This design comes from an exercise in tuning for small area on the open sky130 flow, not from production work.
The RTL was checked by simulation tests, not by an equivalence proof against the original design.
Power and IR drop assume default switching activity.

P:
==> flow/design.v <==
module crc_check(
input clk,
input rstn,
input start,
input in,
output done,
output crc_ok,
output idle,
output restarted
);
localparam [7:0] R_INV = 8'b1010_1000;
reg  [7:0] rem_r;
wire [7:0] rem = rem_r ^ R_INV;
reg  [5:0] cnt;
wire low_zero = (cnt[4:0] == 5'd0);
wire fb = (cnt[5] ^ cnt[4]) & ~low_zero;
always @(posedge clk)
if (start)
    rem_r <= {7'b0, in} ^ R_INV;
else
    rem_r <= ({rem[6:0], in} ^ (rem[7] ? 8'h07 : 8'h00)) ^ R_INV;
always @(posedge clk or negedge rstn)
if (~rstn)
    cnt <= 6'd0;
else if (start)
    cnt <= 6'b000011;
else
    cnt <= {cnt[4:0], fb};
assign done      = cnt[5] & low_zero;
assign crc_ok    = (rem == 8'd0);
assign idle      = (cnt == 6'b000000);
assign restarted = (cnt == 6'b000011);
endmodule
module Protocol_analysis(
input sck,
input [40:0] pay_now_n,
input [40:0] pay_old_n,
input crc_bit,
input vld,
input rstn,
output [40:0] payload,
output pvld
);
reg live;
reg pvld_r;
wire done;
wire crc_ok;
wire idle;
wire restarted;
always @(posedge sck)
if (vld)
    live <= ~done;
always @(posedge sck or negedge rstn)
if (!rstn)
    pvld_r <= 1'b0;
else
    pvld_r <= done & live & crc_ok;
crc_check u_crc_check(
.clk(sck),
.rstn(rstn),
.start(vld),
.in(crc_bit),
.done(done),
.crc_ok(crc_ok),
.idle(idle),
.restarted(restarted)
);
assign payload = ~((pay_old_n | {41{restarted}}) & (pay_now_n | {41{idle}}));
assign pvld    = pvld_r;
endmodule
module Spi_to_pnb_trans(
output sdo
);
assign sdo = 1'b0;
endmodule
module Spi_to_pnb_rev(
input sck,
input cs,
input sdi,
output [40:0] pay_now_n,
output [40:0] pay_old_n,
output crc_bit,
output vld
);
localparam [114:0] S_INV = {{112{1'b1}}, 3'b001};
localparam [5:0]   T_INV = 6'b101010;
reg  [114:0] data_r;
reg  [5:0]   tmr_r;
wire [114:0] s = data_r ^ S_INV;
wire [5:0]   t = tmr_r ^ T_INV;
wire full = &t;
always @(posedge sck) begin
    data_r[114:4] <= data_r[113:3];
    data_r[2]     <= data_r[1];
    if (cs) begin
        data_r[3] <= S_INV[3];
        data_r[1] <= S_INV[1];
        data_r[0] <= S_INV[0];
        tmr_r     <= 6'b111110 ^ T_INV;
    end else begin
        data_r[3] <= s[2] ^ S_INV[3];
        data_r[1] <= s[0] ^ S_INV[1];
        data_r[0] <= sdi ^ S_INV[0];
        tmr_r     <= {t[4:0], (t[5] ^ t[4]) | full} ^ T_INV;
    end
end
assign vld     = full && (s[80:65] == 16'h55ab) && (s[7:0] == 8'haa);
assign crc_bit = s[64];
assign pay_now_n = data_r[57:17];
assign pay_old_n = data_r[114:74];
endmodule
module Spi_to_pnb_top(
inter_fpga_comms_cs,
inter_fpga_comms_sdo,
inter_fpga_comms_sck,
rst_n,
inter_fpga_comms_sdi,
payload,
pvld
);
input inter_fpga_comms_cs, inter_fpga_comms_sdo, inter_fpga_comms_sck, rst_n;
output inter_fpga_comms_sdi;
output [40:0] payload;
output pvld;
wire [40:0] pay_now_n;
wire [40:0] pay_old_n;
wire vld;
wire crc_bit;
Spi_to_pnb_rev u_spi_to_pnb_rev(
    .sck(inter_fpga_comms_sck),
    .cs(inter_fpga_comms_cs),
    .sdi(inter_fpga_comms_sdo),
    .pay_now_n(pay_now_n),
    .pay_old_n(pay_old_n),
    .crc_bit(crc_bit),
    .vld(vld)
);
Spi_to_pnb_trans u_spi_to_pnb_trans(
    .sdo(inter_fpga_comms_sdi)
);
Protocol_analysis u_protocol_analysis(
    .sck(inter_fpga_comms_sck),
    .pay_now_n(pay_now_n),
    .pay_old_n(pay_old_n),
    .crc_bit(crc_bit),
    .vld(vld),
    .rstn(rst_n),
    .payload(payload),
    .pvld(pvld)
);
endmodule
clock: 10.0 ns
lec_check: 0
cap_margin: 20
core_margin: 2
core_utilization: 70
slew_margin: 20
standard.sh (not shown) runs the stock make flow with config.mk's settings and CLKGATE_MAP_FILE= SYNTH_SCRIPT=/design/flow/synth_recipe.tcl, a recipe that flattens the netlist after the stock synthesis.
==> flow/flow/run.sh <==
#!/bin/bash
# Standard ORFS layout (the standard.sh, unchanged synthesis) with:
#  - port buffers of the smallest buffer cell instead of the default pick,
#  - clock tree built from small clock buffers, without dummy load cells.
set -euo pipefail
cd "$(dirname "$0")/.."
export BUFFER_PORTS_ARGS="-buffer_cell sky130_fd_sc_hd__buf_1"
export CTS_ARGS="-sink_clustering_enable -repair_clock_nets -dont_use_dummy_load -sink_buffer_max_cap_derate 1.0 -buf_list {sky130_fd_sc_hd__clkbuf_1 sky130_fd_sc_hd__clkbuf_2 sky130_fd_sc_hd__clkbuf_4}"
bash standard.sh > flow_standard.log 2>&1
Here is what was changed in the inputs of Q compared with P.
diff --git a/flow/flow/run.sh b/flow/flow/run.sh
--- a/flow/flow/run.sh
+++ b/flow/flow/run.sh
@@ -8 +8 @@
-export CTS_ARGS="-sink_clustering_enable -repair_clock_nets -dont_use_dummy_load -sink_buffer_max_cap_derate 1.0 -buf_list {sky130_fd_sc_hd__clkbuf_1 sky130_fd_sc_hd__clkbuf_2 sky130_fd_sc_hd__clkbuf_4}"
+export CTS_ARGS="-sink_clustering_enable -sink_clustering_levels 1 -sink_clustering_size 30 -sink_clustering_max_diameter 100 -repair_clock_nets -dont_use_dummy_load -buf_list {sky130_fd_sc_hd__clkbuf_4 sky130_fd_sc_hd__clkbuf_8}"
Notes after the runs:
NOTE: relative contribution of the clock network to total power in Q exceeds that of P
Count of fill cells added during filler insertion (Q over P): decrease, 17
Cell area after synthesis came out exactly the same in P and Q.
Share of total power consumed by net switching (Q over P): decrease, 0.78 points
Register fraction of the total cell area: Q < P

RTL: the design.v shown in full above, as it stands there.
==> flow/config.mk <==
export PLATFORM = sky130hd
export DESIGN_NAME = Spi_to_pnb_top
export DESIGN_NICKNAME = Spi_to_pnb_top
export VERILOG_FILES = /design/flow/design.v
export SDC_FILE = /design/flow/constraint.sdc
export NUM_CORES = 4
export LEC_CHECK = 0
export CAP_MARGIN = 20
export CORE_MARGIN = 2
export CORE_UTILIZATION = 70
export SLEW_MARGIN = 20
==> flow/constraint.sdc <==
create_clock -name core_clock -period 10.0 [get_ports {inter_fpga_comms_sck}]
set_input_delay 2.0000 -clock core_clock [delete_from_list [all_inputs] [get_ports {inter_fpga_comms_sck}]]
set_output_delay 2.0000 -clock core_clock [all_outputs]
set_load 0.01 [all_outputs]
==> flow/flow/run.sh <==
#!/bin/bash
# Standard ORFS layout (the standard.sh, unchanged synthesis) with:
#  - port buffers of the smallest buffer cell instead of the default pick,
#  - clock tree built from small clock buffers, without dummy load cells.
set -euo pipefail
cd "$(dirname "$0")/.."
export BUFFER_PORTS_ARGS="-buffer_cell sky130_fd_sc_hd__buf_1"
export CTS_ARGS="-sink_clustering_enable -sink_clustering_levels 2 -sink_clustering_size 12 -repair_clock_nets -dont_use_dummy_load -buf_list {sky130_fd_sc_hd__clkbuf_2 sky130_fd_sc_hd__clkbuf_4}"
bash standard.sh > flow_standard.log 2>&1
The first run went through all stages and came out clean.
Rerun with:
==> flow/flow/run.sh (replaced) <==
#!/bin/bash
# Standard ORFS layout (the standard.sh, unchanged synthesis) with:
#  - port buffers of the smallest buffer cell instead of the default pick,
#  - clock tree built from small clock buffers, without dummy load cells.
set -euo pipefail
cd "$(dirname "$0")/.."
export BUFFER_PORTS_ARGS="-buffer_cell sky130_fd_sc_hd__buf_1"
export CTS_ARGS="-sink_clustering_enable -repair_clock_nets -dont_use_dummy_load -sink_buffer_max_cap_derate 1.0 -buf_list {sky130_fd_sc_hd__clkbuf_1 sky130_fd_sc_hd__clkbuf_2 sky130_fd_sc_hd__clkbuf_4}"
bash standard.sh > flow_standard.log 2>&1
- ABC_AREA: unset -> 1
Outcome: Worst setup slack is worse by 0.63 ns; non-clock buffer count falls by 1; utilization decreases by 0.18 points; cell area goes up by 8.5%; hold slack improves by 0.0076 ns; synthesized area went up by 9.7%; die area went up by 9.2%; clock skew came out lower by 0.0084 ns; global-route usage stays flat; cell count went up by 35%.

## static timing again, ports no longer ideal
No port has a modelled driver above. Below, the same layouts with a new extraction and two added sets of constraints.
Step 1, drivers: a clkbuf_16 drives inter_fpga_comms_sck and a buf_2 each remaining input, both assumed.
Step 2 times the ports against the registers' clock, not the clock port: input delays grow and output delays shrink by t, the midpoint of the rising clock arrivals with the driver on.
Slacks: ideal / step 1 / step 2; pairs: ideal / step 1.
| run | t (ns) | slack for setup (ns) | worst hold slack (ns) | worst register clock-pin slew, ns | worst data-port slew with drivers (ns) |
|---|---|---|---|---|---|
| P | 0.970 | 5.546 / 5.515 / 6.485 | 0.325 / 0.325 / 0.325 | 0.12 / 0.12 | 0.03 |
| Q | 0.421 | 6.107 / 6.077 / 6.498 | 0.319 / 0.319 / 0.319 | 0.07 / 0.07 | 0.03 |
| the first run of note 2 | 0.488 | 6.033 / 6.005 / 6.493 | 0.322 / 0.322 / 0.322 | 0.11 / 0.11 | 0.03 |
| the second run of note 2 | 0.974 | 5.404 / 5.372 / 6.347 | 0.329 / 0.329 / 0.329 | 0.11 / 0.11 | 0.03 |
After both steps setup and hold are still met in every run listed.
